From an optimization exercise on the open Yosys and OpenROAD flow, aimed at small area and a short achievable clock period; shortcuts taken in it are not production practice.
At most, simulation tests tie the RTL to the original design; equivalence was not proved.
For runs 1 to 5, only the layout was checked, not whether the RTL still works.
Power and IR drop assume default switching activity.

$ cat flow/constraint.sdc
create_clock -name core_clock -period 16.0 [get_ports {clk}]
set_input_delay 3.2000 -clock core_clock [delete_from_list [all_inputs] [get_ports {clk}]]
set_output_delay 3.2000 -clock core_clock [all_outputs]
set_load 0.01 [all_outputs]
$ cat flow/flow/run.sh
#!/bin/bash
# Standard layout, with repair_timing aiming for extra setup slack so that the
# achieved period, not just the 16 ns clock, is optimised, and plain buffers
# (instead of delay cells) on the ports.
set -euo pipefail
bash standard.sh SETUP_SLACK_MARGIN=12.0 'BUFFER_PORTS_ARGS=-buffer_cell sky130_fd_sc_hd__buf_2' finish > standard_flow.log 2>&1
$ cat flow/design.v
module add_bk #(parameter N = 16) (
    input  [N-1:0] a,
    input  [N-1:0] b,
    input          ci,
    output [N-1:0] s
);
    localparam L = $clog2(N);
    wire [N-1:0] p0 = a ^ b;
    wire [N-1:0] g0 = a & b;
    wire [N*2*L-1:0] G;
    wire [N*2*L-1:0] P;
    assign G[N-1:0] = {g0[N-1:1], g0[0] | (p0[0] & ci)};
    assign P[N-1:0] = p0;
    genvar l, i;
    generate
        for (l = 0; l < L; l = l + 1) begin : up
            for (i = 0; i < N; i = i + 1) begin : bt
                if (((i + 1) % (2 << l)) == 0) begin : node
                    assign G[(l+1)*N+i] = G[l*N+i] | (P[l*N+i] & G[l*N+i-(1<<l)]);
                    assign P[(l+1)*N+i] = P[l*N+i] & P[l*N+i-(1<<l)];
                end else begin : pass
                    assign G[(l+1)*N+i] = G[l*N+i];
                    assign P[(l+1)*N+i] = P[l*N+i];
                end
            end
        end
        for (l = L - 2; l >= 0; l = l - 1) begin : down
            for (i = 0; i < N; i = i + 1) begin : bt
                if (((i + 1) % (2 << l)) == (1 << l) && i >= (2 << l)) begin : node
                    assign G[(2*L-1-l)*N+i] = G[(2*L-2-l)*N+i] | (P[(2*L-2-l)*N+i] & G[(2*L-2-l)*N+i-(1<<l)]);
                    assign P[(2*L-1-l)*N+i] = P[(2*L-2-l)*N+i] & P[(2*L-2-l)*N+i-(1<<l)];
                end else begin : pass
                    assign G[(2*L-1-l)*N+i] = G[(2*L-2-l)*N+i];
                    assign P[(2*L-1-l)*N+i] = P[(2*L-2-l)*N+i];
                end
            end
        end
    endgenerate
    wire [N-1:0] gf = G[(2*L-1)*N +: N];
    assign s = p0 ^ {gf[N-2:0], ci};
endmodule
module add_sk #(parameter N = 16) (
    input  [N-1:0] a,
    input  [N-1:0] b,
    input          ci,
    output [N-1:0] s
);
    localparam L = $clog2(N);
    wire [N-1:0] p0 = a ^ b;
    wire [N-1:0] g0 = a & b;
    wire [N*(L+1)-1:0] G;
    wire [N*(L+1)-1:0] P;
    assign G[N-1:0] = {g0[N-1:1], g0[0] | (p0[0] & ci)};
    assign P[N-1:0] = p0;
    genvar l, i;
    generate
        for (l = 0; l < L; l = l + 1) begin : lv
            for (i = 0; i < N; i = i + 1) begin : bt
                if ((i >> l) % 2 == 1) begin : node
                    assign G[(l+1)*N+i] = G[l*N+i] | (P[l*N+i] & G[l*N+((i>>l)<<l)-1]);
                    assign P[(l+1)*N+i] = P[l*N+i] & P[l*N+((i>>l)<<l)-1];
                end else begin : pass
                    assign G[(l+1)*N+i] = G[l*N+i];
                    assign P[(l+1)*N+i] = P[l*N+i];
                end
            end
        end
    endgenerate
    wire [N-1:0] gf = G[L*N +: N];
    assign s = p0 ^ {gf[N-2:0], ci};
endmodule
module add_rc #(parameter N = 16) (
    input  [N-1:0] a,
    input  [N-1:0] b,
    input          ci,
    output [N-1:0] s
);
    wire [N:0] c;
    assign c[0] = ci;
    genvar i;
    generate
        for (i = 0; i < N; i = i + 1) begin : bt
            assign c[i+1] = (a[i] & b[i]) | (c[i] & (a[i] ^ b[i]));
        end
    endgenerate
    assign s = a ^ b ^ c[N-1:0];
endmodule
module cordic (
    input clk,
    input rst_n,
    input start,
    input [15:0] angle,
    output reg [15:0] cos,
    output reg [15:0] sin
);
    reg [16:0] r;
    reg [3:0] cnt;
    wire d = ~r[16];
    wire idle = cnt[3] & cnt[2] & cnt[1];
    reg [14:0] e;
    always @(*) begin
        case (cnt)
            4'd0:  e = 15'h6487;
            4'd1:  e = 15'h3B58;
            4'd2:  e = 15'h1F5B;
            4'd3:  e = 15'h0FEA;
            4'd4:  e = 15'h07FD;
            4'd5:  e = 15'h03FF;
            4'd6:  e = 15'h01FF;
            4'd7:  e = 15'h00FF;
            4'd8:  e = 15'h007F;
            4'd9:  e = 15'h003F;
            4'd10: e = 15'h001F;
            4'd11: e = 15'h000F;
            4'd12: e = 15'h0007;
            4'd13: e = 15'h0003;
            default: e = 15'h0000;
        endcase
    end
    wire [15:0] tc_sh = sin >> cnt;
    wire [15:0] ts_sh = cos >> cnt;
    wire [15:0] tc = {tc_sh[15:2], tc_sh[1:0] & {2{~idle}}};
    wire [15:0] ts = {ts_sh[15:2], ts_sh[1:0] & {2{~idle}}};
    wire [15:0] new_cos;
    wire [15:0] new_sin;
    wire [16:0] new_r;
    add_bk #(16) i_add_c (.a(cos), .b(tc ^ {16{d}}), .ci(d), .s(new_cos));
    add_bk #(16) i_add_s (.a(sin), .b(ts ^ {16{~d}}), .ci(~d), .s(new_sin));
    add_bk #(17) i_add_r (.a(r), .b({2'b00, e} ^ {17{d}}), .ci(d), .s(new_r));
    wire lo = (cnt == 4'd0) && (r[15:0] < 16'd2516);
    always @(posedge clk) begin
        if (start) begin
            cos <= 16'h4DBA;
            sin <= 16'h0000;
            r <= {1'b0, angle};
        end else begin
            cos <= new_cos;
            sin <= new_sin;
            r <= {new_r[16], new_r[15] & ~lo, new_r[14:0]};
        end
    end
    always @(posedge clk or negedge rst_n) begin
        if (!rst_n)
            cnt <= 4'hF;
        else if (start)
            cnt <= 4'h0;
        else if (cnt != 4'hF)
            cnt <= cnt + 4'h1;
    end
endmodule
$ cat flow/standard.sh
#!/bin/bash
# synth_recipe.tcl (not shown) runs the flow's synth.tcl, then flattens the netlist and writes it again
# the make line also repeats each setting of config.mk as NAME=value (left out here)
make -C /OpenROAD-flow-scripts/flow DESIGN_CONFIG=/design/flow/config.mk WORK_HOME=/design/flow/orfs CLKGATE_MAP_FILE= SYNTH_SCRIPT=/design/flow/synth_recipe.tcl "${@:-finish}"
$ cat flow/config.mk
export PLATFORM = sky130hd
export DESIGN_NAME = cordic
export DESIGN_NICKNAME = cordic
export VERILOG_FILES = /design/flow/design.v
export SDC_FILE = /design/flow/constraint.sdc
export NUM_CORES = 4
export LEC_CHECK = 0
export ABC_AREA = 1
export CAP_MARGIN = 20
export CORE_MARGIN = 2
export CORE_UTILIZATION = 40
export SLEW_MARGIN = 20
==> results.yml, run 1 <==
setup_path:
  slowest_delay_ps: 350
  path_cells: "buf_2"
  ff2ff_setup_slack_ps: 12220
  cp.buffers_inverters: 1
  cp-start-kind: "flop"
  critPathSlowestCell: "dfxtp_4"
  crit_type: "flop to output port"
  r2r_start: "cnt[3]"
  r2r-end: "sin[15]"
  critPathMaxFanout: 2
  crit_family: "flip-flops"
  critPathCaptureType: "output port"
  crit_arrival_ps: 790
  r2r_cells: 19
  required_ps: 12800
timing:
  max-slew-margin-rel_pct: 69.5
  fin_crit_ps: 3990
  rsz0062_at_grt: "yes"
  tns_ps: 0
  fin_skew_ps: 2.81
  hold_violations: 0
  setup_viol: 0
  timing.hold.ws_ps: 489
  min_period_over_period_pct: 24.9
  worst_slew_pin_slew_ps: 456
  max_freq_mhz: 251
  slew_violations: 0
route:
  via_per_inst: 5.09
  drc: 0
  drt_iter0_markers: 307
  ant_nets: 0
  drt-total-wl_um: 14600
  wl_per_cell_um: 14.4
  vias: 5168
  dr.pass1.iters: 4
placement:
  hpwl_um: 10600
  io_buffers: 50
  gp_congestion: 0.902
clock_network:
  cts-root-buf: "clkbuf_16"
  cts_tree: "done"
  clk_latency_ps: 310
  cts_inserted_buffers: 5
  htreeDepth: 2
  cts_sinks: 53
  clkTransAtPathRegs_ps: 70
  clk_path_buf_depth: 2
yosys:
  ys_seq_area_share_pct: 20.6
  synthTopCellsByArea: "dfxtp_1, nand2_1, ha_1"
  syn_area_um2: 5260
  yosysMostFrequentCell: "nand2_1"
  synth_edf_count: 0
  synthTopCellsByCount: "nand2_1, nand3_1, inv_1, nor2_1, dfxtp_1"
  yosys.area.top_type: "dfxtp_1"
  ys_seq_elements: 53
  yosysTopAreaCellShare_pct: 18.6
  synth.distinct_cells: 38
  yosysWarnings: 1
  synthCells: 781
  ys.flop_type: "dfxtp_1"
  syn_nets: 867
  syn_avg_cell_area_um2: 6.74
  synth_async_sr_flop_share_pct: 7.55
power_and_ir_drop:
  total_power_mw: 1.38
  power.density_nw_per_um2: 223
  total_leakage_power_nw: 3.17
  ir_worst_vdd_mv: 0.119
final_layout:
  utilization_pct: 48.4
  final_net_count: 928
  drive_gt1_share_pct: 18.0
  syn2layout_area_growth_pct: 17.1
  diodes: 0
floorplanning:
  coreArea_um2: 12700
  rows: 41
  die_height_um: 119
  die_w_um: 119
  boundaryPins: 51
  initial_core_util_pct: 41.4
  die_area_um2: 14100
run_status:
  status: "finished clean"
global_routing:
  grtUsageTotal_pct: 21.3
  antenna_found_initial: 0
  overflow: 0
  grt_pass1_vias: 5137
  grt_max_degree: 55
  grt_pass1_wl_um: 24400
worst_hold_path:
  hold_class: "flop to flop"
  hold_end: "r[0]"
  hold_depth: 2
  min_from: "r[0]"
run:
  maxCapViolCount: 0
==> layer usage <==
layer / track usage (%) / vias up / part of all wire [%]
met5: 0 / - / 0
met4: 7.14 / 0 / 2.0
met3: 3.09 / 24 / 4.2
met2: 37.2 / 120 / 48
met1: 26.8 / 2404 / 45
li1: - / 2620 / -
==> how the worst max path moves through the flow <==
stage / startpoint / cells past startpoint / slack (ps) / end
after CTS: sin[7] / 1 / 12000 / sin[7]
final: sin[14] / 1 / 12010 / sin[14]
after global placement: start / 4 / 11090 / cnt[3]
after floorplan: start / 5 / 12110 / cnt[2]
after global routing: cnt[0] / 23 / 11870 / sin[15]
after detailed placement: start / 4 / 11000 / cnt[3]
==> report_power, final <==
part / total (mW) / internal, mW / switching [mW] / leakage (nW)
combinational: 1.00 / 0.426 / 0.575 / 2.62
clock: 0.132 / 0.0784 / 0.0535 / 0.0841
sequential: 0.243 / 0.206 / 0.0366 / 0.463
total: 1.38 / 0.711 / 0.665 / 3.17
==> flip-flops by register name, summed over array words and instances, names as in the netlist <==
signal  cells
cos        16
sin        16
cnt         4
r          17
==> area by class of cell <==
| type | count | area, um2 |
|---|---|---|
| inverter | 88 | 348 |
| tap | 172 | 215 |
| multi-input combinational | 606 | 3670 |
| clock inverter | 1 | 30.0 |
| timing repair buffer | 88 | 587 |
| fill | 1332 | 6560 |
| clock buffer | 7 | 143 |
| sequential | 53 | 1170 |
==> cell usage in the layout (no fill, tap or decap), types with 6 or more instances in the layout <==
cell type,synthesis,layout
inv_1,80,80
o21ai_0,39,39
dfxtp_1,49,18
nand3_1,94,94
buf_4,5,36
dfxtp_2,0,17
dfxtp_4,0,14
a21oi_1,28,27
nor2_1,52,46
xnor2_1,10,10
o21ai_1,6,6
xor2_1,38,37
fa_1,24,24
nand2_1,233,232
buf_6,8,9
buf_2,11,43
ha_1,43,43
==> worst reg2reg max path, delay by kind of cell (launching register included) <==
family / cells / cell delay [ps]
compound gates: 2 / 240
buf+inv: 2 / 350
flops: 1 / 790
xor+xnor: 1 / 210
fa+ha+maj: 2 / 810
simple gates: 12 / 1250
==> timing repair <==
item                       CTS  global route
hold buffers                 0             0
gates resized for setup     56            17
hold endpoints to repair     0             0
setup buffers               24            12
setup endpoints to repair   65            22
pin swaps                    0             1
==> logic make-up (layout without fill, tap and decap cells) <==
group | after synthesis | count (layout) | share of synthesized area [%]
buf+inv | 122 | 184 | 10.6
compound gates | 97 | 97 | 10.3
simple gates | 394 | 394 | 31.1
flops | 53 | 53 | 20.6
xor+xnor | 48 | 48 | 7.99
fa+ha+maj | 67 | 67 | 19.3
==> per-stage QoR <==
stage          instances  cell area [um2]  worst slack, ps
2_1_floorplan        781             5270            12110
3_3_place_gp         971             5530            11090
3_5_place_dp         971             5530            11000
4_1_cts             1003             6000            12000
5_1_grt             1015             6160            11870
6_report            1015             6160            12010
==> run 2: changes to the inputs <==
==> flow/flow/run.sh (replaced) <==
#!/bin/bash
# Standard layout, with repair_timing aiming for extra setup slack so that the
# achieved period, not just the 16 ns clock, is optimised, and plain buffers
# (instead of delay cells) on the ports.
set -euo pipefail
bash standard.sh SETUP_SLACK_MARGIN=11.8 'BUFFER_PORTS_ARGS=-buffer_cell sky130_fd_sc_hd__buf_2' finish > standard_flow.log 2>&1
==> results.yml, run 2 <==
run_status:
  status: "finished clean"
clock_network:
  cts_sinks: 53
  cts-root-buf: "clkbuf_16"
  clkTransAtPathRegs_ps: 70
  clk_latency_ps: 310
  htreeDepth: 2
  clk_path_buf_depth: 2
  cts_tree: "done"
  cts_inserted_buffers: 5
yosys:
  yosysWarnings: 1
  syn_nets: 867
  synth_async_sr_flop_share_pct: 7.55
  yosysMostFrequentCell: "nand2_1"
  yosysTopAreaCellShare_pct: 18.6
  ys_seq_elements: 53
  synthCells: 781
  synth_edf_count: 0
  ys_seq_area_share_pct: 20.6
  syn_avg_cell_area_um2: 6.74
  synthTopCellsByArea: "dfxtp_1, nand2_1, ha_1"
  synth.distinct_cells: 38
  ys.flop_type: "dfxtp_1"
  syn_area_um2: 5260
  yosys.area.top_type: "dfxtp_1"
  synthTopCellsByCount: "nand2_1, nand3_1, inv_1, nor2_1, dfxtp_1"
power_and_ir_drop:
  clockPowerShare_pct: 8.7
  total_leakage_power_nw: 2.97
  pwr-share-seq_pct: 20.1
  power.density_nw_per_um2: 224
  p_int_mw: 0.632
  p_sw_share_pct: 50.9
  ir_worst_vdd_mv: 0.100
  netSwitchingPower_mw: 0.655
  p_comb_share_pct: 71.2
global_routing:
  grt_pass1_wl_um: 24000
  grt_pass1_vias: 4967
  antenna_found_initial: 0
  grtUsageTotal_pct: 21.1
  overflow: 0
  grt_max_degree: 55
final_layout:
  final_net_count: 896
  final_cell_mix: "nand2_1, nand3_1, inv_1"
  fill_cells: 1399
  largestRegisters: "r x17, cos x16, sin x16"
  final_common_cell: "nand2_1"
  largest_reg_flops: 17
  largest_register: "r"
  final_area_um2: 5750
  diodes: 0
  drive_gt1_share_pct: 10.6
  syn2layout_area_growth_pct: 9.15
setup_path:
  r2r_start: "cnt[3]"
  crit_family: "flip-flops"
  critPathMaxFanout: 5
  cp-startpoint: "sin[8]"
  critPathCaptureType: "output port"
  crit_arrival_ps: 920
  cp.buffers_inverters: 1
  slowest_delay_ps: 440
  critPathSlowestCell: "dfxtp_1"
  path_cells: "buf_2"
  crit_type: "flop to output port"
  required_ps: 12800
  cp-start-kind: "flop"
placement:
  hpwl_um: 10700
  io_buffers: 50
  dp_slack_ps: 10690
  gp_congestion: 0.907
  placed_area_um2: 5520
route:
  drt-total-wl_um: 14500
  via_per_inst: 5.13
  drc: 0
  vias: 5046
  ant_nets: 0
  wl_per_cell_um: 14.8
  drt_iter0_markers: 229
  dr.pass1.iters: 5
timing:
  hold_violations: 0
  fin_crit_ps: 4120
  slew_violations: 0
  setup_viol: 0
  fin_skew_ps: 8.38
  tns_ps: 0
  min_period_over_period_pct: 25.8
  max_freq_mhz: 243
  fin_ws_ps: 11880
  max-slew-margin-rel_pct: 62.9
  rsz0062_at_grt: "yes"
  worst_slew_pin_slew_ps: 556
run:
  maxCapViolCount: 0
floorplanning:
  coreArea_um2: 12700
  die_height_um: 119
  rows: 41
  boundaryPins: 51
  die_area_um2: 14100
  die_w_um: 119
  initial_core_util_pct: 41.4
worst_hold_path:
  hold_class: "flop to flop"
  min_from: "r[0]"
[run 2: timing repair]
| item | 4_1_cts | 5_1_grt |
|---|---|---|
| gates resized for setup | 5 | 14 |
| setup endpoints to repair | 23 | 18 |
| buffers inserted | 0 | 4 |
| hold buffers | 0 | 0 |
[run 2: cell type report]
class | count | area (um2) | area share (%)
sequential | 53 | 1100 | 19.2
tap | 172 | 215 | 3.75
clock inverter | 2 | 10.0 | 0.174
timing repair buffer | 56 | 309 | 5.38
inverter | 88 | 347 | 6.03
multi-input combinational | 606 | 3630 | 63.2
clock buffer | 6 | 129 | 2.24
[run 2: metrics by stage]
stage                     hold slack (ps)  total power [mW]  util (%)  std cells
after CTS                             498              1.30      44.6        979
after global placement                465              1.15      43.4        971
after detailed placement              482              1.17      43.4        971
after global routing                  530              1.46      45.2        983
after floorplan                       454             0.963         -        781
final                                 498              1.29      45.2        983
[run 2: cells by family (layout without fill, tap and decap cells)]
group           count (synthesis)  after routing  synth area share, %
compound gates                 97             97                 10.3
fa+ha+maj                      67             67                 19.3
xor+xnor                       48             48                 7.99
buf+inv                       122            152                 10.6
flops                          53             53                 20.6
simple gates                  394            394                 31.1
[run 2: layer usage]
metal | share of wire (%) | up-vias | routed length [um] | GRT usage (%)
met3 | 4.5 | 24 | 657 | 2.75
met2 | 49 | 118 | 7120 | 36.9
met5 | 0 | - | 0 | 0
met1 | 44 | 2345 | 6470 | 27.0
met4 | 2.0 | 0 | 296 | 6.32
li1 | - | 2559 | - | -
[run 2: worst paths after layout]
kind                       cells past startpoint  slack [ps]       to
min reg2reg                                    2         500     r[0]
min                                            2         500     r[0]
max in group asynchronous                      1       13110   cnt[3]
max reg2reg                                   19       12090  cos[15]
max                                            1       11880   sin[8]
min in group asynchronous                      1        2870   cnt[0]
[run 2: power by group through the flow]
stage / combinational (mW) / sequential, mW / clock (mW)
6_report: 0.916 / 0.258 / 0.112
5_1_grt: 1.07 / 0.268 / 0.121
4_1_cts: 0.922 / 0.260 / 0.115
3_5_place_dp: 0.913 / 0.262 / 0
3_3_place_gp: 0.886 / 0.260 / 0
2_1_floorplan: 0.709 / 0.255 / 0
==> run 3: changes to the inputs <==
==> flow/flow/run.sh (replaced) <==
#!/bin/bash
# Standard layout, with repair_timing aiming for extra setup slack so that the
# achieved period, not just the 16 ns clock, is optimised, and plain buffers
# (instead of delay cells) on the ports.
set -euo pipefail
bash standard.sh SETUP_SLACK_MARGIN=11.6 'BUFFER_PORTS_ARGS=-buffer_cell sky130_fd_sc_hd__buf_2' finish > standard_flow.log 2>&1
==> results.yml, run 3 <==
run_status:
  status: "finished clean"
setup_path:
  crit_family: "flip-flops"
  critPathMaxFanout: 5
  cp-start-kind: "flop"
  crit_arrival_ps: 990
  slowest_delay_ps: 480
  path_cells: "buf_2"
  worst-path-stages: 1
  critPathCaptureType: "output port"
  required_ps: 12800
  r2r_cells: 23
  ff2ff_setup_slack_ps: 11960
  cp-startpoint: "cos[8]"
  cp.buffers_inverters: 1
  crit_type: "flop to output port"
  r2r_start: "cnt[0]"
  crit_end: "cos[8]"
  critPathSlowestCell: "dfxtp_1"
  r2r-end: "cos[15]"
floorplanning:
  die_area_um2: 14100
  die_w_um: 119
  rows: 41
  boundaryPins: 51
  die_height_um: 119
  coreArea_um2: 12700
  initial_core_util_pct: 41.4
timing:
  fin_skew_ps: 8.32
  setup_viol: 0
  max-slew-margin-rel_pct: 63.2
  min_period_over_period_pct: 26.2
  rsz0062_at_grt: "yes"
  slew_violations: 0
  fin_crit_ps: 4190
  tns_ps: 0
  hold_violations: 0
  worst_slew_pin_slew_ps: 551
  max_freq_mhz: 239
yosys:
  ys_seq_area_share_pct: 20.6
  yosysTopAreaCellShare_pct: 18.6
  synthTopCellsByArea: "dfxtp_1, nand2_1, ha_1"
  yosysMostFrequentCell: "nand2_1"
  synth_edf_count: 0
  ys_seq_elements: 53
  synthTopCellsByCount: "nand2_1, nand3_1, inv_1, nor2_1, dfxtp_1"
  syn_avg_cell_area_um2: 6.74
  syn_area_um2: 5260
  synth_async_sr_flop_share_pct: 7.55
  synth.distinct_cells: 38
  syn_nets: 867
  synthCells: 781
  yosys.area.top_type: "dfxtp_1"
  yosysWarnings: 1
  ys.flop_type: "dfxtp_1"
final_layout:
  largestRegisters: "r x17, cos x16, sin x16"
  seq_area_um2: 1100
  drive_gt1_share_pct: 9.91
  final_net_count: 892
  multi_input_area_um2: 3630
  largest_register: "r"
  diodes: 0
  fill_cells: 1405
  final_cell_mix: "nand2_1, nand3_1, inv_1"
  syn2layout_area_growth_pct: 8.15
  final_common_cell: "nand2_1"
  largest_reg_flops: 17
route:
  via_per_inst: 5.13
  drc: 0
  ant_nets: 0
  vias: 5018
  drt-total-wl_um: 14200
  drt_iter0_markers: 248
  dr.pass1.iters: 5
  wl_per_cell_um: 14.5
power_and_ir_drop:
  total_leakage_power_nw: 2.95
  total_power_mw: 1.28
  ir_worst_vdd_mv: 0.100
  power.density_nw_per_um2: 225
clock_network:
  cts_sinks: 53
  clk_latency_ps: 310
  holdBufCountCts: 0
  clk_path_buf_depth: 2
  cts_tree: "done"
  clkTransAtPathRegs_ps: 70
  htreeDepth: 2
  cts_inserted_buffers: 5
  cts-root-buf: "clkbuf_16"
global_routing:
  grtUsageTotal_pct: 21.1
  grt_pass1_wl_um: 24100
  overflow: 0
  antenna_found_initial: 0
  grt_pass1_vias: 4974
  grt_max_degree: 55
run:
  maxCapViolCount: 0
placement:
  gp_congestion: 0.907
  hpwl_um: 10700
  io_buffers: 50
worst_hold_path:
  hold_class: "flop to flop"
## run 3: cell counts after synthesis
No cell type changed its count.
## run 3: area by class of cell
class	instances	area share, %
clock inverter	2	0.176
inverter	88	6.00
sequential	53	19.3
tap	172	3.78
timing repair buffer	52	4.70
clock buffer	6	2.26
multi-input combinational	606	63.8
## run 3: timing repair
action,in CTS,in global routing
gates cloned,0,0
resized for setup,3,7
pin swaps,0,0
endpoints found under the setup margin,16,5
buffers inserted,0,0
## run 3: where the power goes
part	total [mW]	internal, mW	leakage, nW	switching, mW
clock	0.112	0.0578	0.0706	0.0541
sequential	0.259	0.195	0.454	0.0633
combinational	0.911	0.377	2.42	0.535
total	1.28	0.630	2.95	0.652
## run 3: per-stage QoR
step | setup WS (ps) | cells | hold slack, ps | utilization, % | area [um2]
3_5_place_dp | 10690 | 971 | 482 | 43.4 | 5520
4_1_cts | 11740 | 979 | 498 | 44.6 | 5670
3_3_place_gp | 10800 | 971 | 465 | 43.4 | 5520
5_1_grt | 11530 | 979 | 530 | 44.7 | 5690
6_report | 11810 | 979 | 498 | 44.7 | 5690
2_1_floorplan | 11920 | 781 | 454 | - | 5260
## run 3: worst min-delay path by stage
stage / start / to / slack [ps] / depth (start not counted)
final: sin[0] / sin[0] / 500 / 2
after global placement: r[0] / r[0] / 470 / 2
after detailed placement: r[0] / r[0] / 480 / 2
after floorplan: r[0] / r[0] / 450 / 2
after global routing: sin[0] / sin[0] / 530 / 2
after CTS: r[0] / r[0] / 500 / 2
## run 3: logic make-up (layout without fill, tap and decap cells)
kind of cell	Yosys count	in the layout	share of synthesized area, %
adders and majority gates	67	67	19.3
xor gates and xnor gates	48	48	7.99
and+or+nand+nor	394	394	31.1
buffers and inverters	122	148	10.6
DFF	53	53	20.6
AOI/OAI and AO/OA	97	97	10.3
## run 3: layer usage
layer / vias to the layer above / GRT usage (%) / wire length, um / share of wire (%)
met4: 0 / 6.25 / 273 / 1.9
met2: 116 / 36.9 / 6940 / 49
met5: - / 0 / 0 / 0
met1: 2332 / 27.1 / 6350 / 45
met3: 22 / 2.70 / 600 / 4.2
li1: 2548 / - / - / -
==> run 4: changes to the inputs <==
==> flow/flow/run.sh (replaced) <==
#!/bin/bash
# Standard layout, with repair_timing aiming for extra setup slack so that the
# achieved period, not just the 16 ns clock, is optimised, and plain buffers
# (instead of delay cells) on the ports.
set -euo pipefail
bash standard.sh SETUP_SLACK_MARGIN=11.4 'BUFFER_PORTS_ARGS=-buffer_cell sky130_fd_sc_hd__buf_2' finish > standard_flow.log 2>&1
==> results.yml, run 4 <==
yosys:
  syn_nets: 867
  syn_area_um2: 5260
  syn_avg_cell_area_um2: 6.74
  ys_seq_area_share_pct: 20.6
  yosysTopAreaCellShare_pct: 18.6
  synth_async_sr_flop_share_pct: 7.55
  synthTopCellsByCount: "nand2_1, nand3_1, inv_1, nor2_1, dfxtp_1"
  yosysMostFrequentCell: "nand2_1"
  synthTopCellsByArea: "dfxtp_1, nand2_1, ha_1"
  synthCells: 781
  synth.distinct_cells: 38
  ys_seq_elements: 53
  ys.flop_type: "dfxtp_1"
  yosys.area.top_type: "dfxtp_1"
  yosysWarnings: 1
  synth_edf_count: 0
clock_network:
  htreeDepth: 2
  cts_inserted_buffers: 5
  cts-root-buf: "clkbuf_16"
  post_cts_buffers: 0
  cts_tree: "done"
  clk_path_buf_depth: 2
  clk_latency_ps: 310
  cts_sinks: 53
  clkTransAtPathRegs_ps: 70
  holdBufCountCts: 0
timing:
  tns_ps: 0
  rsz0062_at_grt: "no"
  min_period_over_period_pct: 26.2
  fin_crit_ps: 4200
  slew_violations: 0
  worst_slew_pin_slew_ps: 909
  max_freq_mhz: 238
  fin_skew_ps: 7.42
  max-slew-margin-rel_pct: 39.2
  setup_viol: 0
  hold_violations: 0
setup_path:
  cp-startpoint: "cos[8]"
  crit_type: "flop to output port"
  r2r_cells: 19
  worst-path-stages: 1
  cp-start-kind: "flop"
  path_cells: "buf_2"
  cp.buffers_inverters: 1
  crit_end: "cos[8]"
  crit_family: "flip-flops"
  ff2ff_setup_slack_ps: 11840
  r2r_start: "cnt[3]"
  required_ps: 12800
  critPathMaxFanout: 5
  r2r-end: "cos[15]"
  critPathCaptureType: "output port"
  crit_arrival_ps: 1000
  critPathSlowestCell: "dfxtp_1"
  slowest_delay_ps: 490
global_routing:
  antenna_found_initial: 0
  overflow: 0
  grt_pass1_wl_um: 24100
  grtUsageTotal_pct: 21.1
  grt_max_degree: 55
  grt_pass1_vias: 4974
placement:
  hpwl_um: 10700
  dp_cells: 971
  gp_congestion: 0.907
  io_buffers: 50
floorplanning:
  die_height_um: 119
  boundaryPins: 51
  coreArea_um2: 12700
  die_area_um2: 14100
  rows: 41
  die_w_um: 119
  initial_core_util_pct: 41.4
final_layout:
  seq_area_um2: 1090
  largestRegisters: "r x17, cos x16, sin x16"
  syn2layout_area_growth_pct: 7.87
  drive_gt1_share_pct: 9.54
  largest_register: "r"
  fill_cells: 1409
  final_cell_mix: "nand2_1, nand3_1, inv_1"
  multi_input_area_um2: 3620
  diodes: 0
  final_common_cell: "nand2_1"
  final_net_count: 892
  layoutNonFillerInstCount: 979
  largest_reg_flops: 17
route:
  drt_iter0_markers: 252
  vias: 4987
  wl_per_cell_um: 14.6
  ant_nets: 0
  drt-total-wl_um: 14300
  dr.pass1.iters: 5
  drc: 0
  via_per_inst: 5.09
run:
  maxCapViolCount: 0
worst_hold_path:
  hold_class: "flop to flop"
power_and_ir_drop:
  ir_worst_vdd_mv: 0.100
  power.density_nw_per_um2: 226
  total_leakage_power_nw: 2.94
run_status:
  status: "finished clean"
[run 4: cell counts after synthesis]
Identical to the previous run, type by type.
[run 4: area by class of cell]
cell class / count / area share [%]
Clock buffer: 6 / 2.27
Timing Repair Buffer: 52 / 4.72
Clock inverter: 2 / 0.176
Sequential cell: 53 / 19.2
Multi-Input combinational cell: 606 / 63.8
Inverter: 88 / 6.02
Tap cell: 172 / 3.79
[run 4: metrics by stage]
| stage | worst slack (ps) | hold WS (ps) | total power [mW] | util [%] | cell area, um2 |
|---|---|---|---|---|---|
| finish | 11800 | 498 | 1.28 | 44.6 | 5680 |
| global route | 11450 | 530 | 1.46 | 44.6 | 5680 |
| CTS | 11480 | 498 | 1.30 | 44.5 | 5670 |
| detailed placement | 10690 | 482 | 1.17 | 43.4 | 5520 |
| global placement | 10800 | 465 | 1.15 | 43.4 | 5520 |
| floorplan | 11920 | 454 | 0.963 | - | 5260 |
[run 4: cell families after synthesis]
family / Yosys count / synth area share, %
AO/OA/AOI/OAI: 97 / 10.3
flip-flops: 53 / 20.6
buffers and inverters: 122 / 10.6
XOR/XNOR: 48 / 7.99
adder cells (fa/ha/maj): 67 / 19.3
AND/OR/NAND/NOR: 394 / 31.1
[run 4: power breakdown]
group | switching (mW) | internal (mW) | leakage (nW)
Sequential | 0.0637 | 0.195 | 0.452
Combinational | 0.535 | 0.376 | 2.42
Clock | 0.0542 | 0.0578 | 0.0706
[run 4: metal layers]
metal / wire (um) / GRT usage [%]
met1: 6460 / 27.1
met2: 6970 / 36.9
met3: 551 / 2.70
met4: 281 / 6.25
met5: 0 / 0
[run 4: timing repair]
action,4_1_cts,5_1_grt
gates cloned,0,0
setup endpoints to repair,16,5
resized for setup,2,3
[run 4: worst register-to-register path: stages (launching register included)]
cell	delay (ps)
dfstp_2	810
inv_2	270
nor2_1	480
nand3_1	230
nand3_1	140
nand2_1	80
fa_1	400
inv_1	110
nand3_1	80
o211ai_1	130
nand2_1	90
nand2_1	180
nand2_1	80
nand2_1	90
a21boi_0	130
fa_1	390
xor2_1	180
nand2_1	80
nand2_1	60
nor2_1	40
[run 4: how the worst min path moves through the flow]
stage	to	cells past startpoint	startpoint	slack, ps
after floorplan	r[0]	2	r[0]	450
after detailed placement	r[0]	2	r[0]	480
after global placement	r[0]	2	r[0]	470
final	sin[0]	2	sin[0]	500
after global routing	sin[0]	2	sin[0]	530
after CTS	r[0]	2	r[0]	500
==> run 5: changes to the inputs <==
--- a/flow/design.v
+++ b/flow/design.v
@@ -126,7 +126,7 @@
     wire [16:0] new_r;
     add_bk #(16) i_add_c (.a(cos), .b(tc ^ {16{d}}), .ci(d), .s(new_cos));
     add_bk #(16) i_add_s (.a(sin), .b(ts ^ {16{~d}}), .ci(~d), .s(new_sin));
-    add_bk #(17) i_add_r (.a(r), .b({2'b00, e} ^ {17{d}}), .ci(d), .s(new_r));
+    add_rc #(17) i_add_r (.a(r), .b({2'b00, e} ^ {17{d}}), .ci(d), .s(new_r));
     wire lo = (cnt == 4'd0) && (r[15:0] < 16'd2516);
     always @(posedge clk) begin
         if (start) begin
==> flow/flow/run.sh (replaced) <==
#!/bin/bash
# Standard layout, with repair_timing aiming for extra setup slack so that the
# achieved period, not just the 16 ns clock, is optimised, and plain buffers
# (instead of delay cells) on the ports.
set -euo pipefail
bash standard.sh SETUP_SLACK_MARGIN=11.8 'BUFFER_PORTS_ARGS=-buffer_cell sky130_fd_sc_hd__buf_2' finish > standard_flow.log 2>&1
==> results.yml, run 5 <==
run_status:
  status: "finished clean"
setup_path:
  cp-startpoint: "cnt[0]"
  path_common_cell: "fa_2"
  crit_type: "flop to flop"
  crit_arrival_ps: 7070
  critPathMaxFanout: 4
  required_ps: 16210
  critPathCaptureType: "flop"
  cp-start-kind: "flop"
  ff2ff_setup_slack_ps: 9140
  critPathSlowestCell: "dfstp_2"
  r2r_start: "cnt[0]"
  slowest_delay_ps: 570
timing:
  max-slew-margin-rel_pct: 63.4
  slew_violations: 0
  min_period_over_period_pct: 42.9
  tns_ps: 0
  fin_crit_ps: 6860
  setup_viol: 0
  worst_slew_pin_slew_ps: 547
  rsz0062_at_grt: "yes"
  hold_violations: 0
  max_freq_mhz: 146
  fin_skew_ps: 13.4
global_routing:
  overflow: 0
  grt_max_degree: 56
  grt_pass1_wl_um: 26500
  grt_pass1_vias: 5019
  antenna_found_initial: 0
  grtUsageTotal_pct: 24.5
yosys:
  yosysTopAreaCellShare_pct: 19.0
  syn_area_um2: 5160
  synth.distinct_cells: 44
  syn_avg_cell_area_um2: 6.91
  yosysWarnings: 1
  ys_seq_area_share_pct: 21.1
  yosys.area.top_type: "dfxtp_1"
  synthTopCellsByCount: "nand2_1, nand3_1, inv_1, dfxtp_1, nor2_1"
  synthCells: 746
  syn_nets: 825
  ys_seq_elements: 53
  yosysMostFrequentCell: "nand2_1"
  ys.flop_type: "dfxtp_1"
  synth_edf_count: 0
  synthTopCellsByArea: "dfxtp_1, nand2_1, fa_1"
  synth_async_sr_flop_share_pct: 7.55
clock_network:
  htreeDepth: 2
  clk_latency_ps: 320
  clk_path_buf_depth: 2
  cts_sinks: 53
  cts-root-buf: "clkbuf_16"
  holdBufCountCts: 0
  clkTransAtPathRegs_ps: 80
  cts_inserted_buffers: 5
  cts_tree: "done"
final_layout:
  largest_reg_flops: 17
  largest_register: "r"
  final_net_count: 882
  final_common_cell: "nand2_1"
  syn2layout_area_growth_pct: 17.6
  drive_gt1_share_pct: 21.0
  seq_area_um2: 1100
  fill_cells: 1348
  multi_input_area_um2: 3620
  utilization_pct: 48.1
  final_cell_mix: "nand2_1, nand3_1, inv_1"
  diodes: 0
  largestRegisters: "r x17, cos x16, sin x16"
floorplanning:
  die_area_um2: 13800
  die_height_um: 118
  die_w_um: 118
  boundaryPins: 51
  initial_core_util_pct: 40.9
  coreArea_um2: 12600
  rows: 41
route:
  vias: 5072
  drt-total-wl_um: 16600
  via_per_inst: 5.20
  drc: 0
  ant_nets: 0
  wl_per_cell_um: 17.0
  drt_iter0_markers: 322
  dr.pass1.iters: 5
worst_hold_path:
  min_from: "r[0]"
  hold_class: "flop to flop"
power_and_ir_drop:
  total_leakage_power_nw: 3.02
  ir_worst_vdd_mv: 0.0899
  power.density_nw_per_um2: 203
placement:
  io_buffers: 50
  hpwl_um: 11700
  gp_congestion: 0.891
run:
  maxCapViolCount: 0
[run 5: cell types whose count changed in the layout (fill, tap and decap cells not counted), moves of 10 or more]
cell | before | now
o21ai_0 | 39 | 26
fa_2 | 0 | 17
o21ai_1 | 6 | 25
buf_4 | 3 | 26
ha_1 | 43 | 27
inv_1 | 80 | 69
fa_1 | 24 | 14
nand2_1 | 233 | 213
nand3_1 | 94 | 81
[run 5: metal layers]
metal  global-route usage [%]  part of all wire [%]
met5                        0                     0
met4                     5.50                   1.8
met3                     3.68                   5.0
met2                     41.7                    48
met1                     32.8                    45
[run 5: power by group]
group	leakage [nW]	switching (mW)	internal [mW]
sequential	0.455	0.0581	0.195
clock	0.0800	0.0571	0.0743
combinational	2.49	0.506	0.344
total	3.02	0.621	0.613
[run 5: cell type report]
| class | count | area share (%) |
|---|---|---|
| Sequential cell | 53 | 18.1 |
| Clock inverter | 3 | 0.763 |
| Timing Repair inverter | 2 | 0.289 |
| Inverter | 88 | 6.19 |
| Tap cell | 172 | 3.55 |
| Clock buffer | 5 | 2.06 |
| Multi-Input combinational cell | 571 | 59.7 |
| Timing Repair Buffer | 82 | 9.30 |
[run 5: cell families after synthesis]
kind of cell,count (synthesis),share of synthesized area (%)
simple gates,378,31.8
buf+inv,122,11.1
fa+ha+maj,60,19.1
xor+xnor,36,6.41
flops,53,21.1
compound gates,97,10.5
[run 5: stage by stage]
step | worst slack, ps | power [mW] | instances | hold WS, ps | cell area [um2]
floorplan | 9210 | 0.866 | 746 | 453 | 5210
global placement | 8540 | 1.05 | 938 | 471 | 5470
detailed placement | 8430 | 1.08 | 938 | 498 | 5470
CTS | 9210 | 1.24 | 975 | 507 | 6040
global route | 8990 | 1.39 | 976 | 532 | 6070
finish | 9140 | 1.23 | 976 | 505 | 6070
[run 5: critical path: cells and delay by family (launching register included)]
| family | cells | cell delay [ps] |
|---|---|---|
| fa+ha+maj | 16 | 5360 |
| xor+xnor | 1 | 150 |
| compound gates | 1 | 80 |
| simple gates | 5 | 330 |
| flops | 1 | 570 |
| buf+inv | 3 | 250 |
[run 5: worst paths after layout]
kind,end,depth (start not counted)
worst max-delay path,r[15],26
worst min-delay path,r[0],2
worst max register to register,r[15],26
worst min register to register,r[0],2
max in group asynchronous,cnt[2],1
min in group asynchronous,cnt[0],1
[run 5: what timing repair did]
action | in CTS | in global routing
setup buffers | 25 | 1
pin swaps | 2 | 2
cloned | 4 | 0
endpoints found under the setup margin | 20 | 12
gates resized for setup | 35 | 7
==> run 6: changes to the inputs <==
--- a/flow/design.v
+++ b/flow/design.v
@@ -4,7 +4,7 @@
     input          ci,
     output [N-1:0] s
 );
-    localparam L = $clog2(N);
+    localparam L = (N <= 2) ? 1 : (N <= 4) ? 2 : (N <= 8) ? 3 : (N <= 16) ? 4 : (N <= 32) ? 5 : 6;
     wire [N-1:0] p0 = a ^ b;
     wire [N-1:0] g0 = a & b;
     wire [N*2*L-1:0] G;
@@ -45,7 +45,7 @@
     input          ci,
     output [N-1:0] s
 );
-    localparam L = $clog2(N);
+    localparam L = (N <= 2) ? 1 : (N <= 4) ? 2 : (N <= 8) ? 3 : (N <= 16) ? 4 : (N <= 32) ? 5 : 6;
     wire [N-1:0] p0 = a ^ b;
     wire [N-1:0] g0 = a & b;
     wire [N*(L+1)-1:0] G;
@@ -126,7 +126,7 @@
     wire [16:0] new_r;
     add_bk #(16) i_add_c (.a(cos), .b(tc ^ {16{d}}), .ci(d), .s(new_cos));
     add_bk #(16) i_add_s (.a(sin), .b(ts ^ {16{~d}}), .ci(~d), .s(new_sin));
-    add_rc #(17) i_add_r (.a(r), .b({2'b00, e} ^ {17{d}}), .ci(d), .s(new_r));
+    add_bk #(17) i_add_r (.a(r), .b({2'b00, e} ^ {17{d}}), .ci(d), .s(new_r));
     wire lo = (cnt == 4'd0) && (r[15:0] < 16'd2516);
     always @(posedge clk) begin
         if (start) begin
--- a/flow/config.mk
+++ b/flow/config.mk
@@ -8,5 +8,5 @@
 export ABC_AREA = 1
 export CAP_MARGIN = 20
 export CORE_MARGIN = 2
-export CORE_UTILIZATION = 40
+export CORE_UTILIZATION = 60
 export SLEW_MARGIN = 20
==> results.yml, run 6 <==
run:
  maxCapViolCount: 0
power_and_ir_drop:
  clockPowerShare_pct: 6.5
  ir_worst_vdd_mv: 0.147
  p_int_mw: 0.609
  netSwitchingPower_mw: 0.656
  total_power_mw: 1.27
  power.density_nw_per_um2: 224
  total_leakage_power_nw: 2.96
  pwr-share-seq_pct: 20.1
  p_comb_share_pct: 73.4
  p_sw_share_pct: 51.8
yosys:
  synthTopCellsByCount: "nand2_1, nand3_1, inv_1, nor2_1, dfxtp_1"
  ys_seq_elements: 53
  syn_area_um2: 5260
  yosysWarnings: 1
  syn_nets: 867
  synth_edf_count: 0
  ys_seq_area_share_pct: 20.6
  synth.distinct_cells: 38
  synth_async_sr_flop_share_pct: 7.55
  yosys.area.top_type: "dfxtp_1"
  synthCells: 781
  syn_avg_cell_area_um2: 6.74
  synthTopCellsByArea: "dfxtp_1, nand2_1, ha_1"
  yosysMostFrequentCell: "nand2_1"
  yosysTopAreaCellShare_pct: 18.6
  ys.flop_type: "dfxtp_1"
global_routing:
  grtUsageTotal_pct: 30.0
  antenna_found_initial: 0
  grt_pass1_wl_um: 23500
  grt_max_degree: 55
  overflow: 0
  grt_pass1_vias: 5150
final_layout:
  drive_gt1_share_pct: 11.3
  diodes: 0
  largest_register: "r"
  syn2layout_area_growth_pct: 7.32
  final_net_count: 901
  largestRegisters: "r x17, cos x16, sin x16"
  final_area_um2: 5650
  final_cell_mix: "nand2_1, nand3_1, inv_1"
  fill_cells: 839
  layoutNonFillerInstCount: 924
  final_common_cell: "nand2_1"
  largest_reg_flops: 17
timing:
  max_freq_mhz: 242
  setup_viol: 0
  timing.hold.ws_ps: 502
  slew_violations: 0
  max-slew-margin-rel_pct: 60.3
  fin_crit_ps: 4130
  fin_skew_ps: 12.5
  tns_ps: 0
  hold_violations: 0
  min_period_over_period_pct: 25.8
  worst_slew_pin_slew_ps: 595
  rsz0062_at_grt: "yes"
setup_path:
  cp-start-kind: "flop"
  r2r_start: "cnt[0]"
  required_ps: 12800
  crit_type: "flop to output port"
  critPathCaptureType: "output port"
  critPathSlowestCell: "dfxtp_1"
  r2r_cells: 24
  cp-startpoint: "cos[11]"
  crit_family: "flip-flops"
  worst-path-stages: 1
  slowest_delay_ps: 440
  path_cells: "buf_2"
  ff2ff_setup_slack_ps: 12040
  crit_arrival_ps: 930
  r2r-end: "sin[15]"
  cp.buffers_inverters: 1
  critPathMaxFanout: 4
  crit_end: "cos[11]"
clock_network:
  cts_inserted_buffers: 5
  clk_path_buf_depth: 2
  holdBufCountCts: 0
  clk_latency_ps: 330
  cts_tree: "done"
  clkTransAtPathRegs_ps: 110
  htreeDepth: 2
  cts_sinks: 53
  cts-root-buf: "clkbuf_8"
route:
  via_per_inst: 5.62
  drc: 0
  vias: 5196
  wl_per_cell_um: 15.3
  dr.pass1.iters: 6
  ant_nets: 0
  drt-total-wl_um: 14200
  drt_iter0_markers: 312
floorplanning:
  die_w_um: 97.7
  rows: 34
  boundaryPins: 51
  die_height_um: 97.7
  die_area_um2: 9540
  coreArea_um2: 8590
  initial_core_util_pct: 61.3
placement:
  gp_congestion: 0.925
  hpwl_um: 10400
  dp_cells: 907
  io_buffers: 50
  placed_area_um2: 5440
run_status:
  status: "finished clean"
worst_hold_path:
  hold_class: "flop to flop"
==> run 6: repair_timing <==
item / 4_1_cts / 5_1_grt
endpoints found under the setup margin: 21 / 18
resized for setup: 6 / 9
setup buffers: 0 / 9
endpoints found under the hold margin: 0 / 0
==> run 6: cell families after synthesis <==
logic type,after synthesis,synth area share [%]
AO/OA/AOI/OAI,97,10.3
XOR/XNOR,48,7.99
adder cells (fa/ha/maj),67,19.3
buffers and inverters,122,10.6
AND/OR/NAND/NOR,394,31.1
flip-flops,53,20.6
==> run 6: worst min-delay path by stage <==
stage	start	end	slack [ps]	cells after the start
2_1_floorplan	r[0]	r[0]	450	2
3_3_place_gp	r[0]	r[0]	460	2
3_5_place_dp	sin[0]	sin[0]	490	2
4_1_cts	sin[0]	sin[0]	510	2
5_1_grt	r[0]	r[0]	520	2
6_report	r[0]	r[0]	500	2
==> run 6: layer usage <==
metal / up-vias / GRT usage [%] / wire length (um)
met4: 0 / 11.9 / 551
met5: - / 0 / 0
met1: 2399 / 36.6 / 5790
li1: 2566 / - / -
met3: 41 / 2.73 / 725
met2: 190 / 54.1 / 7110
==> run 6: tightest hold or removal path: stages (launching register included) <==
cell and delay (ps):
dfxtp_1 330, nand2_1 60, a31oi_1 70
==> run 6: layout make-up <==
class                   instances  area [um2]  share of cell area, %
well taps                     108         135                   2.39
clock buffers                   6        72.6                   1.28
flip-flops and latches         53        1100                   19.6
multi-input cells             606        3630                   64.3
clock inverters                 2        15.0                  0.266
inverters                      88         342                   6.05
repair buffers                 61         348                   6.16
==> run 6: stage by stage <==
stage,util (%),worst slack [ps]
after floorplan,-,11920
after CTS,64.6,11810
final,65.7,11870
after detailed placement,63.4,10720
after global routing,65.7,11740
after global placement,63.4,10800
==> run 6: power by group through the flow <==
| stage | combinational (mW) | sequential (mW) | clock [mW] |
|---|---|---|---|
| finish | 0.929 | 0.255 | 0.0820 |
| global route | 1.08 | 0.264 | 0.0862 |
| CTS | 0.925 | 0.257 | 0.0843 |
| detailed placement | 0.916 | 0.259 | 0 |
| global placement | 0.878 | 0.258 | 0 |
| floorplan | 0.709 | 0.255 | 0 |
==> run 7: changes to the inputs <==
--- a/flow/config.mk
+++ b/flow/config.mk
@@ -8,5 +8,7 @@
 export ABC_AREA = 1
 export CAP_MARGIN = 20
 export CORE_MARGIN = 2
-export CORE_UTILIZATION = 60
+export CORE_UTILIZATION = 40
+export CTS_CLUSTER_DIAMETER = 300
+export CTS_CLUSTER_SIZE = 60
 export SLEW_MARGIN = 20
==> results.yml, run 7 <==
route:
  drt_iter0_markers: 229
  via_per_inst: 5.13
  vias: 5046
  ant_nets: 0
  drt-total-wl_um: 14500
  dr.pass1.iters: 5
  drc: 0
  wl_per_cell_um: 14.8
global_routing:
  met2_usage_pct: 36.9
  antenna_found_initial: 0
  grt.met3_usage_pct: 2.75
  overflow: 0
  grt_pass1_vias: 4967
  grt_max_degree: 55
  grt_pass1_wl_um: 24000
  use_met1_pct: 27.0
  grtUsageTotal_pct: 21.1
  grt-busiest-layer: "met2"
clock_network:
  cts-root-buf: "clkbuf_16"
  cts_sinks: 53
  cts_tree: "done"
  clk_latency_ps: 310
  clk_path_buf_depth: 2
  htreeDepth: 2
  clkTransAtPathRegs_ps: 70
  holdBufCountCts: 0
  cts_inserted_buffers: 5
setup_path:
  critPathMaxFanout: 5
  path_cells: "buf_2"
  slowest_delay_ps: 440
  r2r-end: "cos[15]"
  r2r_cells: 19
  crit_family: "flip-flops"
  critPathCaptureType: "output port"
  crit_arrival_ps: 920
  crit_type: "flop to output port"
  cp-start-kind: "flop"
  ff2ff_setup_slack_ps: 12090
  r2r_start: "cnt[3]"
  critPathSlowestCell: "dfxtp_1"
  required_ps: 12800
  cp.buffers_inverters: 1
placement:
  gp_congestion: 0.907
  hpwl_um: 10700
  io_buffers: 50
yosys:
  synth_top_family_by_area: "simple AND/OR/NAND/NOR gates"
  yosysTopAreaCellShare_pct: 18.6
  syn_area_um2: 5260
  ys_seq_area_share_pct: 20.6
  synth.distinct_cells: 38
  yosysMostFrequentCell: "nand2_1"
  synth_edf_count: 0
  synth-simple-area-share_pct: 31.1
  syn_avg_cell_area_um2: 6.74
  synthCells: 781
  synth_adder_area_share_pct: 19.3
  ys.flop_type: "dfxtp_1"
  synth-compound-area-share_pct: 10.3
  yosys.area.top_type: "dfxtp_1"
  synth_mux_area_share_pct: 0
  syn_nets: 867
  ys_seq_elements: 53
  yosysWarnings: 1
  synth_async_sr_flop_share_pct: 7.55
  synth_xor_xnor_area_share_pct: 7.99
  synthTopCellsByCount: "nand2_1, nand3_1, inv_1, nor2_1, dfxtp_1"
  synthTopCellsByArea: "dfxtp_1, nand2_1, ha_1"
floorplanning:
  coreArea_um2: 12700
  rows: 41
  die_height_um: 119
  die_area_um2: 14100
  boundaryPins: 51
  die_w_um: 119
  initial_core_util_pct: 41.4
power_and_ir_drop:
  ir_worst_vdd_mv: 0.100
  p_comb_share_pct: 71.2
  p_int_mw: 0.632
  clockPowerShare_pct: 8.7
  netSwitchingPower_mw: 0.655
  power.density_nw_per_um2: 224
  total_leakage_power_nw: 2.97
  p_sw_share_pct: 50.9
  pwr-share-seq_pct: 20.1
timing:
  tns_ps: 0
  min_period_over_period_pct: 25.8
  rsz0062_at_grt: "yes"
  worst_slew_pin_slew_ps: 556
  fin_crit_ps: 4120
  fin_skew_ps: 8.38
  slew_violations: 0
  max_freq_mhz: 243
  hold_violations: 0
  setup_viol: 0
  max-slew-margin-rel_pct: 62.9
final_layout:
  diodes: 0
  syn2layout_area_growth_pct: 9.15
  largestRegisters: "r x17, cos x16, sin x16"
  largest_reg_flops: 17
  utilization_pct: 45.2
  final_cell_mix: "nand2_1, nand3_1, inv_1"
  final_net_count: 896
  drive_gt1_share_pct: 10.6
  largest_register: "r"
  final_common_cell: "nand2_1"
run:
  maxCapViolCount: 0
worst_hold_path:
  hold_depth: 2
  hold_class: "flop to flop"
  hold_end: "r[0]"
  min_from: "r[0]"
run_status:
  status: "finished clean"
==> run 7: how the worst max path moves through the flow <==
stage,slack [ps],cells past startpoint,from,endpoint
floorplan,11920,5,start,r[10]
global placement,10800,4,start,cnt[3]
detailed placement,10690,4,start,cnt[3]
CTS,11800,1,cos[8],cos[8]
global route,11760,18,cnt[3],cos[15]
finish,11880,1,sin[8],sin[8]
==> run 7: kinds of logic after synthesis <==
family,Yosys count
xor+xnor,48
fa+ha+maj,67
compound gates,97
simple gates,394
flops,53
buf+inv,122
==> run 7: power groups by stage <==
stage	clock network, mW	logic, mW	registers, mW
floorplan	0	0.709	0.255
global placement	0	0.886	0.260
detailed placement	0	0.913	0.262
CTS	0.115	0.922	0.260
global route	0.121	1.07	0.268
finish	0.112	0.916	0.258
==> run 7: final cells by class <==
class,count,area [um2]
Clock inverter,2,10.0
Tap cell,172,215
Multi-Input combinational cell,606,3630
Fill cell,1399,6980
Clock buffer,6,129
Timing Repair Buffer,56,309
Sequential cell,53,1100
Inverter,88,347
==> run 7: metal layers <==
layer	part of all wire (%)	wire [um]
met2	49	7120
met3	4.5	657
met5	0	0
met4	2.0	296
met1	44	6470
==> run 7: through the flow <==
stage	setup slack [ps]	instance area [um2]	hold slack [ps]	cells	power, mW
2_1_floorplan	11920	5260	454	781	0.963
3_3_place_gp	10800	5520	465	971	1.15
3_5_place_dp	10690	5520	482	971	1.17
4_1_cts	11800	5680	498	979	1.30
5_1_grt	11760	5750	530	983	1.46
6_report	11880	5750	498	983	1.29
==> run 7: worst min-delay path, cell delays in order, from the launching register on <==
cell and delay [ps]:
dfxtp_1 310, nand2_1 60, a31oi_1 80
==> run 7: timing repair <==
item,in CTS,in global routing
setup endpoints to repair,23,18
gates resized for setup,5,14
buffers inserted,0,4
cloned,0,0
==> run 8: changes to the inputs <==
--- a/flow/config.mk
+++ b/flow/config.mk
@@ -9,6 +9,4 @@
 export CAP_MARGIN = 20
 export CORE_MARGIN = 2
 export CORE_UTILIZATION = 40
-export CTS_CLUSTER_DIAMETER = 300
-export CTS_CLUSTER_SIZE = 60
 export SLEW_MARGIN = 20
==> results.yml, run 8 <==
placement:
  gp_congestion: 0.907
  dp_slack_ps: 10690
  io_buffers: 50
  hpwl_um: 10700
yosys:
  ys.flop_type: "dfxtp_1"
  yosys.area.top_type: "dfxtp_1"
  synth-simple-area-share_pct: 31.1
  synth_edf_count: 0
  synth_mux_area_share_pct: 0
  synth_top_family_by_area: "simple AND/OR/NAND/NOR gates"
  synth.distinct_cells: 38
  yosysTopAreaCellShare_pct: 18.6
  synthTopCellsByCount: "nand2_1, nand3_1, inv_1, nor2_1, dfxtp_1"
  yosysWarnings: 1
  ys_seq_elements: 53
  syn_area_um2: 5260
  synth-compound-area-share_pct: 10.3
  syn_nets: 867
  synthCells: 781
  syn_avg_cell_area_um2: 6.74
  synth_adder_area_share_pct: 19.3
  ys_seq_area_share_pct: 20.6
  synth_xor_xnor_area_share_pct: 7.99
  synthTopCellsByArea: "dfxtp_1, nand2_1, ha_1"
  synth_async_sr_flop_share_pct: 7.55
  yosysMostFrequentCell: "nand2_1"
final_layout:
  fill_cells: 1399
  largest_reg_flops: 17
  largest_register: "r"
  syn2layout_area_growth_pct: 9.15
  utilization_pct: 45.2
  drive_gt1_share_pct: 10.6
  final_common_cell: "nand2_1"
  largestRegisters: "r x17, cos x16, sin x16"
  final_net_count: 896
  diodes: 0
  final_cell_mix: "nand2_1, nand3_1, inv_1"
clock_network:
  cts_tree: "done"
  cts-root-buf: "clkbuf_16"
  cts_sinks: 53
  clk_latency_ps: 310
  cts_inserted_buffers: 5
  clkTransAtPathRegs_ps: 70
  clk_path_buf_depth: 2
  htreeDepth: 2
worst_hold_path:
  hold_class: "flop to flop"
  min_from: "r[0]"
  hold_depth: 2
  hold_end: "r[0]"
power_and_ir_drop:
  clockPowerShare_pct: 8.7
  p_comb_share_pct: 71.2
  p_int_mw: 0.632
  power.density_nw_per_um2: 224
  total_power_mw: 1.29
  total_leakage_power_nw: 2.97
  netSwitchingPower_mw: 0.655
  pwr-share-seq_pct: 20.1
  p_sw_share_pct: 50.9
  ir_worst_vdd_mv: 0.100
route:
  drc: 0
  ant_nets: 0
  drt-total-wl_um: 14500
  wl_per_cell_um: 14.8
  via_per_inst: 5.13
  drt_iter0_markers: 229
  vias: 5046
  dr.pass1.iters: 5
timing:
  min_period_over_period_pct: 25.8
  slew_violations: 0
  fin_skew_ps: 8.38
  setup_viol: 0
  tns_ps: 0
  fin_crit_ps: 4120
  hold_violations: 0
  worst_slew_pin_slew_ps: 556
  rsz0062_at_grt: "yes"
  fin_ws_ps: 11880
  max-slew-margin-rel_pct: 62.9
  max_freq_mhz: 243
global_routing:
  grt_pass1_wl_um: 24000
  antenna_found_initial: 0
  grt_max_degree: 55
  grtUsageTotal_pct: 21.1
  grt_pass1_vias: 4967
  overflow: 0
setup_path:
  r2r_start: "cnt[3]"
  crit_arrival_ps: 920
  ff2ff_setup_slack_ps: 12090
  slowest_delay_ps: 440
  r2r-end: "cos[15]"
  path_cells: "buf_2"
  cp.buffers_inverters: 1
  critPathSlowestCell: "dfxtp_1"
  crit_family: "flip-flops"
  critPathMaxFanout: 5
  crit_type: "flop to output port"
  critPathCaptureType: "output port"
  cp-start-kind: "flop"
  required_ps: 12800
  r2r_cells: 19
floorplanning:
  die_area_um2: 14100
  coreArea_um2: 12700
  initial_core_util_pct: 41.4
  rows: 41
  die_w_um: 119
  boundaryPins: 51
  die_height_um: 119
run_status:
  status: "finished clean"
run:
  maxCapViolCount: 0
[run 8: worst max path at each step]
stage | start | end | cells after the start
after floorplan | start | r[10] | 5
after global placement | start | cnt[3] | 4
after detailed placement | start | cnt[3] | 4
after CTS | cos[8] | cos[8] | 1
after global routing | cnt[3] | cos[15] | 18
final | sin[8] | sin[8] | 1
[run 8: cell families (layout without fill, tap and decap cells)]
logic type                 Yosys count  count (layout)
AOI/OAI and AO/OA                   97              97
and+or+nand+nor                    394             394
DFF                                 53              53
buffers and inverters              122             152
adders and majority gates           67              67
xor gates and xnor gates            48              48
[run 8: layout make-up]
cell class | count | area (um2) | area share (%)
clock inverter | 2 | 10.0 | 0.174
inverter | 88 | 347 | 6.03
clock buffer | 6 | 129 | 2.24
tap | 172 | 215 | 3.75
multi-input combinational | 606 | 3630 | 63.2
sequential | 53 | 1100 | 19.2
timing repair buffer | 56 | 309 | 5.38
[run 8: metal layers]
layer | vias up | wire length, um | global-route usage [%]
met5 | - | 0 | 0
met4 | 0 | 296 | 6.32
met3 | 24 | 657 | 2.75
met2 | 118 | 7120 | 36.9
met1 | 2345 | 6470 | 27.0
li1 | 2559 | - | -
[run 8: timing repair]
| item | 4_1_cts | 5_1_grt |
|---|---|---|
| setup buffers | 0 | 4 |
| endpoints found under the hold margin | 0 | 0 |
| setup endpoints to repair | 23 | 18 |
| gates resized for setup | 5 | 14 |
| hold buffers | 0 | 0 |
[run 8: power groups by stage]
stage          registers, mW  clock network (mW)  logic (mW)
2_1_floorplan          0.255                   0       0.709
3_3_place_gp           0.260                   0       0.886
3_5_place_dp           0.262                   0       0.913
4_1_cts                0.260               0.115       0.922
5_1_grt                0.268               0.121        1.07
6_report               0.258               0.112       0.916
[run 8: per-stage QoR]
step	cells	cell area, um2	hold WS, ps
2_1_floorplan	781	5260	454
3_3_place_gp	971	5520	465
3_5_place_dp	971	5520	482
4_1_cts	979	5680	498
5_1_grt	983	5750	530
6_report	983	5750	498
==> run 9: changes to the inputs <==
--- a/flow/config.mk
+++ b/flow/config.mk
@@ -9,4 +9,5 @@
 export CAP_MARGIN = 20
 export CORE_MARGIN = 2
 export CORE_UTILIZATION = 40
+export GPL_TIMING_DRIVEN = 1
 export SLEW_MARGIN = 20
==> results.yml, run 9 <==
run_status:
  status: "finished clean"
setup_path:
  crit_type: "flop to output port"
  cp-start-kind: "flop"
  slowest_delay_ps: 440
  path_cells: "buf_2"
  crit_family: "flip-flops"
  critPathMaxFanout: 5
  critPathCaptureType: "output port"
  crit_arrival_ps: 920
  cp.buffers_inverters: 1
  required_ps: 12800
  critPathSlowestCell: "dfxtp_1"
route:
  drt_iter0_markers: 229
  vias: 5046
  drc: 0
  ant_nets: 0
  via_per_inst: 5.13
  drt-total-wl_um: 14500
  dr.pass1.iters: 5
  wl_per_cell_um: 14.8
floorplanning:
  initial_core_util_pct: 41.4
  die_area_um2: 14100
  boundaryPins: 51
  coreArea_um2: 12700
  rows: 41
  die_w_um: 119
  die_height_um: 119
final_layout:
  multi_input_area_um2: 3630
  final_net_count: 896
  largestRegisters: "r x17, cos x16, sin x16"
  final_cell_mix: "nand2_1, nand3_1, inv_1"
  seq_area_um2: 1100
  final_common_cell: "nand2_1"
  largest_reg_flops: 17
  syn2layout_area_growth_pct: 9.15
  fill_cells: 1399
  drive_gt1_share_pct: 10.6
  largest_register: "r"
  diodes: 0
timing:
  worst_slew_pin_slew_ps: 556
  setup_viol: 0
  fin_ws_ps: 11880
  tns_ps: 0
  fin_skew_ps: 8.38
  hold_violations: 0
  max-slew-margin-rel_pct: 62.9
  fin_crit_ps: 4120
  max_freq_mhz: 243
  min_period_over_period_pct: 25.8
  slew_violations: 0
  rsz0062_at_grt: "yes"
placement:
  hpwl_um: 10700
  gp_congestion: 0.907
  io_buffers: 50
  dp_slack_ps: 10690
yosys:
  synth_edf_count: 0
  yosysMostFrequentCell: "nand2_1"
  synth_async_sr_flop_share_pct: 7.55
  syn_avg_cell_area_um2: 6.74
  ys.flop_type: "dfxtp_1"
  synthTopCellsByArea: "dfxtp_1, nand2_1, ha_1"
  yosysWarnings: 1
  synthTopCellsByCount: "nand2_1, nand3_1, inv_1, nor2_1, dfxtp_1"
  synth.distinct_cells: 38
  syn_area_um2: 5260
  ys_seq_area_share_pct: 20.6
  syn_nets: 867
  synthCells: 781
  yosys.area.top_type: "dfxtp_1"
  ys_seq_elements: 53
  yosysTopAreaCellShare_pct: 18.6
global_routing:
  antenna_found_initial: 0
  grt_max_degree: 55
  overflow: 0
  grt_pass1_vias: 4967
  grtUsageTotal_pct: 21.1
  grt_pass1_wl_um: 24000
clock_network:
  clk_latency_ps: 310
  cts-root-buf: "clkbuf_16"
  htreeDepth: 2
  clk_path_buf_depth: 2
  clkTransAtPathRegs_ps: 70
  cts_sinks: 53
  cts_tree: "done"
  holdBufCountCts: 0
  cts_inserted_buffers: 5
worst_hold_path:
  hold_class: "flop to flop"
power_and_ir_drop:
  ir_worst_vdd_mv: 0.100
  power.density_nw_per_um2: 224
  total_leakage_power_nw: 2.97
  total_power_mw: 1.29
run:
  maxCapViolCount: 0
==> run 9: layout make-up <==
| type | instances | share of cell area, % |
|---|---|---|
| clock inverter | 2 | 0.174 |
| clock buffer | 6 | 2.24 |
| sequential | 53 | 19.2 |
| timing repair buffer | 56 | 5.38 |
| multi-input combinational | 606 | 63.2 |
| tap | 172 | 3.75 |
| inverter | 88 | 6.03 |
==> run 9: timing repair <==
action | 4_1_cts | 5_1_grt
endpoints found under the hold margin | 0 | 0
setup endpoints to repair | 23 | 18
setup buffers | 0 | 4
resized for setup | 5 | 14
==> run 9: metal layers <==
metal	up-vias	global-route usage [%]	part of all wire (%)
met1	2345	27.0	44
li1	2559	-	-
met3	24	2.75	4.5
met5	-	0	0
met4	0	6.32	2.0
met2	118	36.9	49
==> run 9: kinds of logic after synthesis <==
| kind of cell | share of synthesized area (%) |
|---|---|
| xor gates and xnor gates | 7.99 |
| AOI/OAI and AO/OA | 10.3 |
| and+or+nand+nor | 31.1 |
| adders and majority gates | 19.3 |
| DFF | 20.6 |
| buffers and inverters | 10.6 |
==> run 9: tightest hold or removal path: cells and delay by family, from the launching register on <==
kind,cells,cell delay (ps)
simple gates,1,60
compound gates,1,80
flops,1,310
==> run 9: where the power goes <==
group	total [mW]	switching [mW]	leakage, nW	internal [mW]
registers	0.258	0.0621	0.455	0.196
logic	0.916	0.538	2.45	0.378
clock network	0.112	0.0544	0.0706	0.0578
==> run 9: path summary, 6_finish.rpt <==
check / startpoint / to / slack (ps) / cells after the start
worst min-delay path: r[0] / r[0] / 500 / 2
worst max register to register: cnt[3] / cos[15] / 12090 / 19
min in group asynchronous: rst_n / cnt[0] / 2870 / 1
worst max-delay path: sin[8] / sin[8] / 11880 / 1
worst min register to register: r[0] / r[0] / 500 / 2
max in group asynchronous: rst_n / cnt[3] / 13110 / 1
==> run 9: per-stage QoR <==
stage | hold slack (ps) | util [%] | cell area [um2] | cells
after floorplan | 454 | - | 5260 | 781
final | 498 | 45.2 | 5750 | 983
after global placement | 465 | 43.4 | 5520 | 971
after detailed placement | 482 | 43.4 | 5520 | 971
after global routing | 530 | 45.2 | 5750 | 983
after CTS | 498 | 44.6 | 5680 | 979

==> afterwards: timing with drivers on the ports <==
Ports are ideal in the flow. The routed layouts listed here were re-timed in OpenROAD.
Step 1 assumes that a clkbuf_16 drives the clock port and a buf_2 every other input.
Step 2, shift: input delay + t, output delay - t, t = (earliest + latest rising clock arrival at the registers) / 2. This alone moves slack from input paths to output paths.
Three values: ideal, step 1, step 2; two values: the first two.
run | t, ns | setup slack, ns | latest minus earliest clock arrival (ns) | worst data-port slew with drivers (ns) | pins driven straight from the clock port
run 1 | 0.345 | 12.014 / 11.976 / 11.811 | 0.003 / 0.003 | 0.04 | 1
run 2 | 0.346 | 11.879 / 11.839 / 11.671 | 0.009 / 0.008 | 0.04 | 1
run 3 | 0.347 | 11.813 / 11.773 / 11.499 | 0.009 / 0.009 | 0.03 | 1
run 4 | 0.348 | 11.802 / 11.763 / 11.501 | 0.008 / 0.008 | 0.03 | 1
run 5 | 0.353 | 9.140 / 9.140 / 9.140 | 0.014 / 0.014 | 0.03 | 1
run 6 | 0.354 | 11.866 / 11.832 / 11.671 | 0.012 / 0.012 | 0.04 | 1
run 7 | 0.346 | 11.879 / 11.839 / 11.671 | 0.009 / 0.008 | 0.04 | 1
run 8 | 0.346 | 11.879 / 11.839 / 11.671 | 0.009 / 0.008 | 0.04 | 1
run 9 | 0.346 | 11.879 / 11.839 / 11.671 | 0.009 / 0.008 | 0.04 | 1
After both steps setup and hold are still met in every run listed. The setup slack of run 3, which loses most, moves by -0.040 ns with the drivers and by -0.314 ns with both steps.
